From an optimization exercise on the open Yosys and OpenROAD flow, aimed at small area and a short achievable clock period; shortcuts taken in it are not production practice.
Function was checked by simulation only, so behaviour that the tests miss may differ from the original.
The clock port is modelled as an ideal driver; clocking choices that lean on that would not hold on a real chip.

==> 03-18: inputs <==
## booth_recoded_multiplier
module booth_recoded_multiplier(clk, reset, multiplicand, multiplier, prod);
Settings: LEC_CHECK=0, CAP_MARGIN=20, CORE_MARGIN=2, CORE_UTILIZATION=70, SLEW_MARGIN=20, SYNTH_HIERARCHICAL=1, SYNTH_MINIMUM_KEEP_SIZE=0; clock period 8.5 ns.
standard.sh (not shown) runs the stock make flow with config.mk's settings and CLKGATE_MAP_FILE= SYNTH_SCRIPT=/design/flow/synth_recipe.tcl, a recipe that flattens the netlist after the stock synthesis.
==> flow/flow/run.sh <==
#!/bin/bash
set -euo pipefail
export BUFFER_PORTS_ARGS="-buffer_cell sky130_fd_sc_hd__buf_1"
export CTS_ARGS="-sink_clustering_enable -repair_clock_nets -dont_use_dummy_load"
bash standard.sh synth floorplan place cts > log_make_to_cts.txt 2>&1

R=orfs/results/${FLOW_PLATFORM}/booth_recoded_multiplier/base
mkdir -p skew
cp $R/4_cts.odb skew/4_cts_noskew.odb
export SKEW_SDC=$R/4_cts.sdc
export SKEW_LIB=$FLOW_HOME/platforms/${FLOW_PLATFORM}/lib/sky130_fd_sc_hd__tt_025C_1v80.lib
export SKEW_RC=$FLOW_HOME/platforms/${FLOW_PLATFORM}/setRC.tcl
chains=(
  "clkdlybuf4s50_1 clkbuf_16"
  "clkdlybuf4s50_1 clkdlybuf4s25_1 clkbuf_16"
  "clkdlybuf4s50_1 clkdlybuf4s50_1 clkbuf_16"
  "clkdlybuf4s50_1 clkdlybuf4s50_1 clkbuf_1 clkbuf_16"
  "clkdlybuf4s50_1 clkdlybuf4s50_1 clkbuf_2 clkbuf_16"
  "clkdlybuf4s50_1 clkdlybuf4s50_1 clkbuf_2 clkbuf_2 clkbuf_16"
  "clkdlybuf4s50_1 clkdlybuf4s50_1 clkdlybuf4s15_1 clkbuf_16"
  "clkdlybuf4s50_1 clkdlybuf4s50_1 clkdlybuf4s18_1 clkbuf_16"
  "clkdlybuf4s50_1 clkdlybuf4s50_1 clkdlybuf4s25_1 clkbuf_16"
  "clkdlybuf4s50_1 clkdlybuf4s50_1 clkdlybuf4s50_1 clkbuf_16"
)
# bases: the placed design as CTS left it, and after setup repair towards tighter targets
cp skew/4_cts_noskew.odb skew/base_0.odb
for m in 3.8 3.95; do
  ( REPAIR_IN=skew/4_cts_noskew.odb REPAIR_OUT=skew/base_$m.odb REPAIR_MARGIN=$m \
      openroad -no_splash -exit flow/repair.tcl > skew/repair_$m.log 2>&1 || true ) &
done
wait
n=0
for base in 0 3.8 3.95; do
  [ -f skew/base_$base.odb ] || continue
  for up in 0 1; do
    for ch in "${chains[@]}"; do
      ( SKEW_IN=skew/base_$base.odb SKEW_UPAB=$up SKEW_THR=1.4 SKEW_CHAIN="$ch" \
          SKEW_OUT=skew/try_$n.odb openroad -no_splash -exit flow/skew_apply.tcl > skew/try_$n.log 2>&1 || true ) &
      echo "try_$n base=$base" >> skew/trials.txt
      n=$((n + 1))
      while [ "$(jobs -rp | wc -l)" -ge "${NUM_CORES:-4}" ]; do sleep 0.5; done
    done
  done
done
wait
best=$(grep -H SKEW_RESULT skew/try_*.log | sed -E 's/^skew\/try_([0-9]+)\.log:.*setup_after=([^ ]+) hold_after=([^ ]+) clkslew=([^ ]+) area=([^ ]+).*/\1 \2 \3 \4 \5/' \
  | awk -v p=$FLOW_PERIOD_NS '$4 < 0.100 {printf "%s %.2f %.4f\n", $1, (p - $2*1e9) * $5, $3*1e9}' \
  | sort -k2,2g | awk 'NR==1{top=$2} $2<=top*1.002' | sort -k3,3gr | head -1 | cut -d' ' -f1)
grep -h SKEW_RESULT skew/try_*.log > skew/results.txt || true
if [ -n "$best" ] && [ -f skew/try_$best.odb ]; then
  echo "chosen: try_$best $(grep SKEW_RESULT skew/try_$best.log)" >> skew/results.txt
  cp skew/try_$best.odb $R/4_cts.odb
fi
rm -f skew/try_*.odb skew/base_*.odb
bash standard.sh route finish > log_make_route_finish.txt 2>&1
==> flow/flow/repair.tcl <==
read_db $::env(REPAIR_IN)
read_liberty $::env(SKEW_LIB)
read_sdc $::env(SKEW_SDC)
source $::env(SKEW_RC)
estimate_parasitics -placement
repair_timing -setup -setup_margin $::env(REPAIR_MARGIN) -verbose
detailed_placement
check_placement
estimate_parasitics -placement
puts "REPAIR_RESULT margin=$::env(REPAIR_MARGIN) setup=[sta::worst_slack_cmd max]"
write_db $::env(REPAIR_OUT)
==> flow/flow/skew_apply.tcl <==
read_db $::env(SKEW_IN)
read_liberty $::env(SKEW_LIB)
read_sdc $::env(SKEW_SDC)
source $::env(SKEW_RC)
estimate_parasitics -placement

# optionally the operand flip-flops (fanout 12 each) get the next drive strength
if {[info exists ::env(SKEW_UPAB)] && $::env(SKEW_UPAB)} {
  foreach pin [get_pins -hierarchical {A*/CLK B*/CLK}] {
    set inst [$pin instance]
    set cell [get_name [$inst liberty_cell]]
    if {[regsub {_1$} $cell {_2} up]} {
      replace_cell $inst [get_lib_cells */$up]
    }
  }
  estimate_parasitics -placement
}
set s0 [sta::worst_slack_cmd max]
set block [ord::get_db_block]
set dbu [[ord::get_db_tech] getDbUnitsPerMicron]

set moved {}
set moved_sta {}
foreach pin [get_pins -hierarchical prod*/D] {
  if {[get_property $pin slack_max] < $s0 * 1e9 + $::env(SKEW_THR)} {
    lappend moved [sta::sta_to_db_inst [$pin instance]]
    lappend moved_sta [$pin instance]
  }
}

# the clock root buffer (driven by the clk port) and its output net
set clknet [[$block findBTerm clk] getNet]
set rootinst ""
foreach it [$clknet getITerms] { if {[$it isInputSignal]} { set rootinst [$it getInst] } }
set rootnet ""
foreach it [$rootinst getITerms] { if {[$it isOutputSignal]} { set rootnet [[$it getNet] getName] } }
puts "SKEW: root [$rootinst getName] net $rootnet"

# centroid of the moved flip-flops
set x 0; set y 0
foreach i $moved {
  set bb [$i getBBox]
  set x [expr {$x + ([$bb xMin] + [$bb xMax]) / 2.0}]
  set y [expr {$y + ([$bb yMin] + [$bb yMax]) / 2.0}]
}
set n [llength $moved]
set cx [expr {$x / $n / $dbu}]; set cy [expr {$y / $n / $dbu}]

# move their clock pins onto the root net, then build the chain backwards from them
set oldnets {}
set rootdb [$block findNet $rootnet]
foreach i $moved {
  set it [$i findITerm CLK]
  lappend oldnets [[$it getNet] getName]
  $it disconnect
  $it connect $rootdb
}
# optionally the other flip-flops hang directly on the root net (no leaf buffers)
if {[info exists ::env(SKEW_FLAT)] && $::env(SKEW_FLAT)} {
  foreach inst [$block getInsts] {
    set it [$inst findITerm CLK]
    if {$it eq "NULL" || [lsearch -exact $moved $inst] >= 0} continue
    if {[[$inst getMaster] isSequential] == 0} continue
    set net [$it getNet]
    if {[$net getName] eq $rootnet} continue
    lappend oldnets [$net getName]
    $it disconnect
    $it connect $rootdb
  }
  if {[info exists ::env(SKEW_ROOTCELL)] && $::env(SKEW_ROOTCELL) ne ""} {
    replace_cell [get_cells [$rootinst getName]] [get_lib_cells */sky130_fd_sc_hd__$::env(SKEW_ROOTCELL)]
  }
}
estimate_parasitics -placement
set loads {}
foreach i $moved_sta { lappend loads [$i find_pin CLK] }
set k 0
foreach cell [lreverse $::env(SKEW_CHAIN)] {
  set name "skew_buf_$k"
  set b [insert_buffer -buffer_cell sky130_fd_sc_hd__$cell -net $rootnet -load_pins $loads \
      -location [list $cx $cy] -buffer_name $name -net_name "skew_net_$k"]
  puts "SKEW: inserted $b [get_full_name $b]"
  set loads [get_pins [get_full_name $b]/A]
  lappend chain_insts [get_full_name $b]
  incr k
}
foreach b $chain_insts {
  set dbi [$block findInst $b]
  $dbi setPlacementStatus PLACED
  foreach it [$dbi getITerms] { if {[$it isOutputSignal]} { [$it getNet] setSigType CLOCK } }
}

# leaf buffers left without a load go
foreach nn [lsort -unique $oldnets] {
  set dbn [$block findNet $nn]
  if {$dbn eq "NULL"} continue
  set nload 0
  foreach it [$dbn getITerms] { if {[$it isInputSignal]} { incr nload } }
  if {$nload == 0} {
    foreach it [$dbn getITerms] {
      if {[$it isOutputSignal]} {
        set inst [$it getInst]
        puts "SKEW: removing unloaded clock buffer [$inst getName]"
        odb::dbInst_destroy $inst
      }
    }
    odb::dbNet_destroy $dbn
  }
}

detailed_placement
check_placement
estimate_parasitics -placement
set s1 [sta::worst_slack_cmd max]
set h1 [sta::worst_slack_cmd min]
set area 0.0
foreach inst [$block getInsts] {
  set m [$inst getMaster]
  set area [expr {$area + [$m getWidth] * [$m getHeight] / double($dbu * $dbu)}]
}
# largest clock-pin slew over all flip-flops, and a rough area for the hold fixes to come
# (one ~10 um2 delay buffer per 0.35 ns of negative hold slack at each endpoint)
set maxslew 0.0
set holdfix 0
foreach pin [get_pins -hierarchical */CLK] {
  set sl [get_property $pin slew_max]
  if {$sl > $maxslew} { set maxslew $sl }
}
foreach pin [get_pins -hierarchical */D] {
  set hs [get_property $pin slack_min]
  if {$hs < 0} { incr holdfix [expr {int(ceil(-$hs / 0.35))}] }
}
set area [expr {$area + 10.0 * $holdfix}]
puts "SKEW_RESULT in=[file tail $::env(SKEW_IN)] upab=[expr {[info exists ::env(SKEW_UPAB)] ? $::env(SKEW_UPAB) : 0}] flat=[expr {[info exists ::env(SKEW_FLAT)] ? $::env(SKEW_FLAT) : 0}] thr=$::env(SKEW_THR) chain={$::env(SKEW_CHAIN)} moved=$n setup_before=$s0 setup_after=$s1 hold_after=$h1 clkslew=$maxslew area=$area"
report_clock_latency
if {[info exists ::env(SKEW_OUT)] && $::env(SKEW_OUT) ne ""} {
  write_db $::env(SKEW_OUT)
}
==> 04-27: changes against 03-18 <==
--- a/flow/flow/run.sh
+++ b/flow/flow/run.sh
@@ -9,3 +9,3 @@
 cp $R/4_cts.odb skew/4_cts_noskew.odb
-export SKEW_SDC=$R/4_cts.sdc
+export SKEW_IN=skew/4_cts_noskew.odb SKEW_SDC=$R/4_cts.sdc
 export SKEW_LIB=$FLOW_HOME/platforms/${FLOW_PLATFORM}/lib/sky130_fd_sc_hd__tt_025C_1v80.lib
@@ -14,7 +14,6 @@
   "clkdlybuf4s50_1 clkbuf_16"
+  "clkdlybuf4s50_1 clkdlybuf4s15_1 clkbuf_16"
   "clkdlybuf4s50_1 clkdlybuf4s25_1 clkbuf_16"
   "clkdlybuf4s50_1 clkdlybuf4s50_1 clkbuf_16"
-  "clkdlybuf4s50_1 clkdlybuf4s50_1 clkbuf_1 clkbuf_16"
   "clkdlybuf4s50_1 clkdlybuf4s50_1 clkbuf_2 clkbuf_16"
-  "clkdlybuf4s50_1 clkdlybuf4s50_1 clkbuf_2 clkbuf_2 clkbuf_16"
   "clkdlybuf4s50_1 clkdlybuf4s50_1 clkdlybuf4s15_1 clkbuf_16"
@@ -24,17 +23,8 @@
 )
-# bases: the placed design as CTS left it, and after setup repair towards tighter targets
-cp skew/4_cts_noskew.odb skew/base_0.odb
-for m in 3.8 3.95; do
-  ( REPAIR_IN=skew/4_cts_noskew.odb REPAIR_OUT=skew/base_$m.odb REPAIR_MARGIN=$m \
-      openroad -no_splash -exit flow/repair.tcl > skew/repair_$m.log 2>&1 || true ) &
-done
-wait
 n=0
-for base in 0 3.8 3.95; do
-  [ -f skew/base_$base.odb ] || continue
-  for up in 0 1; do
+for up in 0 1; do
+  for thr in 5.0 5.7; do
     for ch in "${chains[@]}"; do
-      ( SKEW_IN=skew/base_$base.odb SKEW_UPAB=$up SKEW_THR=1.4 SKEW_CHAIN="$ch" \
-          SKEW_OUT=skew/try_$n.odb openroad -no_splash -exit flow/skew_apply.tcl > skew/try_$n.log 2>&1 || true ) &
-      echo "try_$n base=$base" >> skew/trials.txt
+      ( SKEW_UPAB=$up SKEW_THR=$thr SKEW_CHAIN="$ch" SKEW_OUT=skew/try_$n.odb \
+          openroad -no_splash -exit flow/skew_apply.tcl > skew/try_$n.log 2>&1 || true ) &
       n=$((n + 1))
@@ -53,3 +43,3 @@
 fi
-rm -f skew/try_*.odb skew/base_*.odb
+rm -f skew/try_*.odb
 bash standard.sh route finish > log_make_route_finish.txt 2>&1
--- a/flow/flow/skew_apply.tcl
+++ b/flow/flow/skew_apply.tcl
@@ -24,3 +24,3 @@
 foreach pin [get_pins -hierarchical prod*/D] {
-  if {[get_property $pin slack_max] < $s0 * 1e9 + $::env(SKEW_THR)} {
+  if {[get_property $pin slack_max] < $::env(SKEW_THR)} {
     lappend moved [sta::sta_to_db_inst [$pin instance]]
@@ -68,5 +68,2 @@
     $it connect $rootdb
-  }
-  if {[info exists ::env(SKEW_ROOTCELL)] && $::env(SKEW_ROOTCELL) ne ""} {
-    replace_cell [get_cells [$rootinst getName]] [get_lib_cells */sky130_fd_sc_hd__$::env(SKEW_ROOTCELL)]
   }
@@ -120,16 +117,8 @@
 }
-# largest clock-pin slew over all flip-flops, and a rough area for the hold fixes to come
-# (one ~10 um2 delay buffer per 0.35 ns of negative hold slack at each endpoint)
 set maxslew 0.0
-set holdfix 0
-foreach pin [get_pins -hierarchical */CLK] {
-  set sl [get_property $pin slew_max]
+foreach i $moved_sta {
+  set sl [get_property [$i find_pin CLK] slew_max]
   if {$sl > $maxslew} { set maxslew $sl }
 }
-foreach pin [get_pins -hierarchical */D] {
-  set hs [get_property $pin slack_min]
-  if {$hs < 0} { incr holdfix [expr {int(ceil(-$hs / 0.35))}] }
-}
-set area [expr {$area + 10.0 * $holdfix}]
-puts "SKEW_RESULT in=[file tail $::env(SKEW_IN)] upab=[expr {[info exists ::env(SKEW_UPAB)] ? $::env(SKEW_UPAB) : 0}] flat=[expr {[info exists ::env(SKEW_FLAT)] ? $::env(SKEW_FLAT) : 0}] thr=$::env(SKEW_THR) chain={$::env(SKEW_CHAIN)} moved=$n setup_before=$s0 setup_after=$s1 hold_after=$h1 clkslew=$maxslew area=$area"
+puts "SKEW_RESULT upab=[expr {[info exists ::env(SKEW_UPAB)] ? $::env(SKEW_UPAB) : 0}] flat=[expr {[info exists ::env(SKEW_FLAT)] ? $::env(SKEW_FLAT) : 0}] thr=$::env(SKEW_THR) chain={$::env(SKEW_CHAIN)} moved=$n setup_before=$s0 setup_after=$s1 hold_after=$h1 clkslew=$maxslew area=$area"
 report_clock_latency
removed: flow/flow/repair.tcl
==> 01-04: changes against 03-18 <==
--- a/flow/flow/run.sh
+++ b/flow/flow/run.sh
@@ -18,5 +18,6 @@
   "clkdlybuf4s50_1 clkdlybuf4s50_1 clkbuf_2 clkbuf_16"
+  "clkdlybuf4s50_1 clkdlybuf4s50_1 clkbuf_1 clkbuf_1 clkbuf_16"
   "clkdlybuf4s50_1 clkdlybuf4s50_1 clkbuf_2 clkbuf_2 clkbuf_16"
+  "clkdlybuf4s50_1 clkdlybuf4s50_1 clkbuf_2 clkbuf_2 clkbuf_2 clkbuf_16"
   "clkdlybuf4s50_1 clkdlybuf4s50_1 clkdlybuf4s15_1 clkbuf_16"
-  "clkdlybuf4s50_1 clkdlybuf4s50_1 clkdlybuf4s18_1 clkbuf_16"
   "clkdlybuf4s50_1 clkdlybuf4s50_1 clkdlybuf4s25_1 clkbuf_16"
@@ -26,3 +27,3 @@
 cp skew/4_cts_noskew.odb skew/base_0.odb
-for m in 3.8 3.95; do
+for m in 3.8; do
   ( REPAIR_IN=skew/4_cts_noskew.odb REPAIR_OUT=skew/base_$m.odb REPAIR_MARGIN=$m \
@@ -32,9 +33,9 @@
 n=0
-for base in 0 3.8 3.95; do
+for base in 0 3.8; do
   [ -f skew/base_$base.odb ] || continue
   for up in 0 1; do
+   for split in 0 3; do
     for ch in "${chains[@]}"; do
-      ( SKEW_IN=skew/base_$base.odb SKEW_UPAB=$up SKEW_THR=1.4 SKEW_CHAIN="$ch" \
+      ( SKEW_IN=skew/base_$base.odb SKEW_HOLDFIX=0.05 SKEW_UPAB=$up SKEW_SPLIT=$split SKEW_SPLITCELL=clkbuf_8 SKEW_THR=1.4 SKEW_CHAIN="$ch" \
           SKEW_OUT=skew/try_$n.odb openroad -no_splash -exit flow/skew_apply.tcl > skew/try_$n.log 2>&1 || true ) &
-      echo "try_$n base=$base" >> skew/trials.txt
       n=$((n + 1))
@@ -42,2 +43,3 @@
     done
+   done
   done
@@ -45,4 +47,5 @@
 wait
-best=$(grep -H SKEW_RESULT skew/try_*.log | sed -E 's/^skew\/try_([0-9]+)\.log:.*setup_after=([^ ]+) hold_after=([^ ]+) clkslew=([^ ]+) area=([^ ]+).*/\1 \2 \3 \4 \5/' \
-  | awk -v p=$FLOW_PERIOD_NS '$4 < 0.100 {printf "%s %.2f %.4f\n", $1, (p - $2*1e9) * $5, $3*1e9}' \
+best=$(grep -H SKEW_RESULT skew/try_*.log | sed -E 's/^skew\/try_([0-9]+)\.log:.*setup_after=([^ ]+) hold_after=([^ ]+) clkslew=([^ ]+) area=([^ ]+) sr2r=([^ ]+) sout=([^ ]+).*/\1 \2 \3 \4 \5 \6 \7/' \
+  | awk -v p=$FLOW_PERIOD_NS '$4 < 0.100 { s = $2*1e9; r = $6 - 0.12; if (r < s) s = r; if ($7 < s) s = $7;
+        printf "%s %.2f %.4f\n", $1, (p - s) * $5, $3*1e9 }' \
   | sort -k2,2g | awk 'NR==1{top=$2} $2<=top*1.002' | sort -k3,3gr | head -1 | cut -d' ' -f1)
--- a/flow/flow/skew_apply.tcl
+++ b/flow/flow/skew_apply.tcl
@@ -90,2 +90,43 @@
   foreach it [$dbi getITerms] { if {[$it isOutputSignal]} { [$it getNet] setSigType CLOCK } }
+}
+
+# optionally the other flip-flops leave the clock tree and get their clock from the port
+# through SKEW_SPLIT buffers (clkbuf_8, one per group of nearby flip-flops); the
+# original root buffer is then only the head of the delay chain
+if {[info exists ::env(SKEW_SPLIT)] && $::env(SKEW_SPLIT) > 0} {
+  set rest {}
+  foreach inst [$block getInsts] {
+    set it [$inst findITerm CLK]
+    if {$it eq "NULL" || [lsearch -exact $moved $inst] >= 0} continue
+    if {[[$inst getMaster] isSequential] == 0} continue
+    set bb [$inst getBBox]
+    lappend rest [list $inst [expr {([$bb xMin] + [$bb xMax]) / 2.0}] [expr {([$bb yMin] + [$bb yMax]) / 2.0}]]
+  }
+  set rest [lsort -real -index 1 $rest]
+  set ng $::env(SKEW_SPLIT)
+  set per [expr {int(ceil([llength $rest] / double($ng)))}]
+  set clkname [$clknet getName]
+  for {set g 0} {$g < $ng} {incr g} {
+    set grp [lrange $rest [expr {$g * $per}] [expr {($g + 1) * $per - 1}]]
+    if {[llength $grp] == 0} continue
+    set gx 0; set gy 0
+    foreach e $grp {
+      set inst [lindex $e 0]
+      set it [$inst findITerm CLK]
+      lappend oldnets [[$it getNet] getName]
+      $it disconnect
+      $it connect $clknet
+      set gx [expr {$gx + [lindex $e 1]}]; set gy [expr {$gy + [lindex $e 2]}]
+    }
+    set gx [expr {$gx / [llength $grp] / $dbu}]; set gy [expr {$gy / [llength $grp] / $dbu}]
+    estimate_parasitics -placement
+    set gl {}
+    foreach e $grp { lappend gl [get_pins -of_objects [get_cells [[lindex $e 0] getName]] -filter "name==CLK"] }
+    set b [insert_buffer -buffer_cell sky130_fd_sc_hd__$::env(SKEW_SPLITCELL) -net $clkname -load_pins $gl \
+        -location [list $gx $gy] -buffer_name "clksplit_$g" -net_name "clksplit_net_$g"]
+    set dbi [$block findInst [get_full_name $b]]
+    $dbi setPlacementStatus PLACED
+    foreach it [$dbi getITerms] { if {[$it isOutputSignal]} { [$it getNet] setSigType CLOCK } }
+    puts "SKEW: split group $g: [llength $grp] flip-flops on [get_full_name $b]"
+  }
 }
@@ -110,2 +151,13 @@
 
+# with the split, the old root buffer only feeds the delay chain: the chain then starts
+# at the port and the root buffer goes
+if {[info exists ::env(SKEW_SPLIT)] && $::env(SKEW_SPLIT) > 0} {
+  set rdb [$block findNet $rootnet]
+  set loads_left {}
+  foreach it [$rdb getITerms] { if {[$it isInputSignal]} { lappend loads_left $it } }
+  foreach it $loads_left { $it disconnect; $it connect $clknet }
+  puts "SKEW: root buffer [$rootinst getName] removed; chain starts at the port"
+  odb::dbInst_destroy $rootinst
+  odb::dbNet_destroy $rdb
+}
 detailed_placement
@@ -113,4 +165,15 @@
 estimate_parasitics -placement
+# hold repair here, where it may not eat into the setup slack the skew has won
+if {[info exists ::env(SKEW_HOLDFIX)] && $::env(SKEW_HOLDFIX)} {
+  set sm [expr {[sta::worst_slack_cmd max] * 1e9 - 0.02}]
+  repair_timing -hold -setup_margin $sm -hold_margin $::env(SKEW_HOLDFIX)
+  detailed_placement
+  estimate_parasitics -placement
+}
 set s1 [sta::worst_slack_cmd max]
 set h1 [sta::worst_slack_cmd min]
+set sr2r 1e9
+foreach p [get_pins -hierarchical prod*/D] { set v [get_property $p slack_max]; if {$v < $sr2r} { set sr2r $v } }
+set sout 1e9
+foreach p [get_ports prod*] { set v [get_property $p slack_max]; if {$v < $sout} { set sout $v } }
 set area 0.0
@@ -133,3 +196,11 @@
 set area [expr {$area + 10.0 * $holdfix}]
-puts "SKEW_RESULT in=[file tail $::env(SKEW_IN)] upab=[expr {[info exists ::env(SKEW_UPAB)] ? $::env(SKEW_UPAB) : 0}] flat=[expr {[info exists ::env(SKEW_FLAT)] ? $::env(SKEW_FLAT) : 0}] thr=$::env(SKEW_THR) chain={$::env(SKEW_CHAIN)} moved=$n setup_before=$s0 setup_after=$s1 hold_after=$h1 clkslew=$maxslew area=$area"
+if {[info exists ::env(SKEW_DUMP)] && $::env(SKEW_DUMP)} {
+  foreach p [get_pins -hierarchical prod*/D] {
+    set f [get_full_name [$p instance]]
+    regexp {prod\[([0-9]+)\]} $f -> bit
+    set q [get_ports "prod\[$bit\]"]
+    puts [format "DUMP %-24s setup %.3f hold %.3f out %.3f" $f [get_property $p slack_max] [get_property $p slack_min] [get_property $q slack_max]]
+  }
+}
+puts "SKEW_RESULT in=[file tail $::env(SKEW_IN)] split=[expr {[info exists ::env(SKEW_SPLIT)] ? $::env(SKEW_SPLIT) : 0}] upab=[expr {[info exists ::env(SKEW_UPAB)] ? $::env(SKEW_UPAB) : 0}] flat=[expr {[info exists ::env(SKEW_FLAT)] ? $::env(SKEW_FLAT) : 0}] thr=$::env(SKEW_THR) chain={$::env(SKEW_CHAIN)} moved=$n setup_before=$s0 setup_after=$s1 hold_after=$h1 clkslew=$maxslew area=$area sr2r=$sr2r sout=$sout"
 report_clock_latency
Settings changed: CORE_UTILIZATION 70 to 65, HOLD_SLACK_MARGIN set to 0.05.
==> 03-01: changes against 03-18 <==
Settings changed: CORE_UTILIZATION 70 to 80, HOLD_SLACK_MARGIN set to 0.1.
==> impl_metrics.py <==
metrics = {
    "status": {
        "status": "failed layout checks",
        "check-failures": "negative hold slack",
    },
    "global_route": {
        "use_met2_pct": 53.5,
    },
    "route": {
        "wl_met2_mm": 5.52,
    },
    "final_layout": {
        "postLayoutCoreUtil_pct": 78.6,
    },
    "timing": {
        "finalHoldViolCount": 2,
        "holdWs_ps": -38.7,
    },
}
That was 03-18.
==> impl_metrics.py <==
metrics = {
    "clock_tree": {
        "cts_htree_levels": 2,
    },
    "timing": {
        "holdWs_ps": 9.48,
    },
    "final_layout": {
        "area_share_clock_buf_inv_pct": 2.21,
        "drive_gt1_share_pct": 8.55,
        "postLayoutCoreUtil_pct": 78.6,
    },
    "status": {
        "status": "complete, no violations",
    },
    "global_route": {
        "use_met2_pct": 53.5,
    },
    "die": {
        "die_area_um2": 7810,
    },
}
That was 04-27.
==> impl_metrics.py <==
metrics = {
    "status": {
        "status": "complete, no violations",
    },
    "final_layout": {
        "n_fill_cell": 270,
    },
    "timing": {
        "holdWs_ps": 43.2,
        "finalHoldViolCount": 0,
    },
    "clock_tree": {
        "cts_buffers": 5,
    },
    "global_route": {
        "use_met2_pct": 65.7,
    },
    "route": {
        "wl_met2_mm": 6.15,
    },
}
That was 03-01.
==> impl_metrics.py <==
metrics = {
    "final_layout": {
        "postLayoutCoreUtil_pct": 74.4,
    },
    "status": {
        "status": "complete, no violations",
    },
    "route": {
        "wl_met2_mm": 5.98,
    },
    "global_route": {
        "use_met2_pct": 55.3,
    },
    "timing": {
        "finalHoldViolCount": 0,
        "holdWs_ps": 98.5,
    },
    "die": {
        "start_util_pct": 67.9,
    },
}
That was 01-04.

## separate check: timing with driven ports
The flow's constraints put no driver on any port. The routed layouts listed below were extracted and timed again, unchanged, in two steps.
Step 1 assumes that a clkbuf_16 drives the clock port and a buf_2 every other input.
Step 2, shift: input delay + t, output delay - t, t = (earliest + latest rising clock arrival at the registers) / 2. This alone moves slack from input paths to output paths.
a / b / c = no drivers / after step 1 / after step 2; a / b = the first two.
run	t, ns	setup slack, ns	hold slack, ns	worst setup path after step 2	latest minus earliest clock arrival (ns)	worst data-port slew with drivers (ns)
03-18	0.878	4.855 / 4.822 / 4.882	-0.039 / -0.039 / -0.039	register to register	1.163 / 1.163	0.04
04-27	0.860	4.832 / 4.832 / 4.832	0.009 / 0.009 / 0.009	register to register	1.126 / 1.127	0.05
01-04	0.782	4.948 / 4.891 / 4.976	0.099 / 0.100 / 0.100	register to register	1.197 / 1.196	0.03
03-01	0.855	4.789 / 4.789 / 4.789	0.043 / 0.043 / 0.043	register to register	1.104 / 1.105	0.04
In every run listed the clock reaches the registers at very different times; t lies between them, and the last value is a rough guide only.
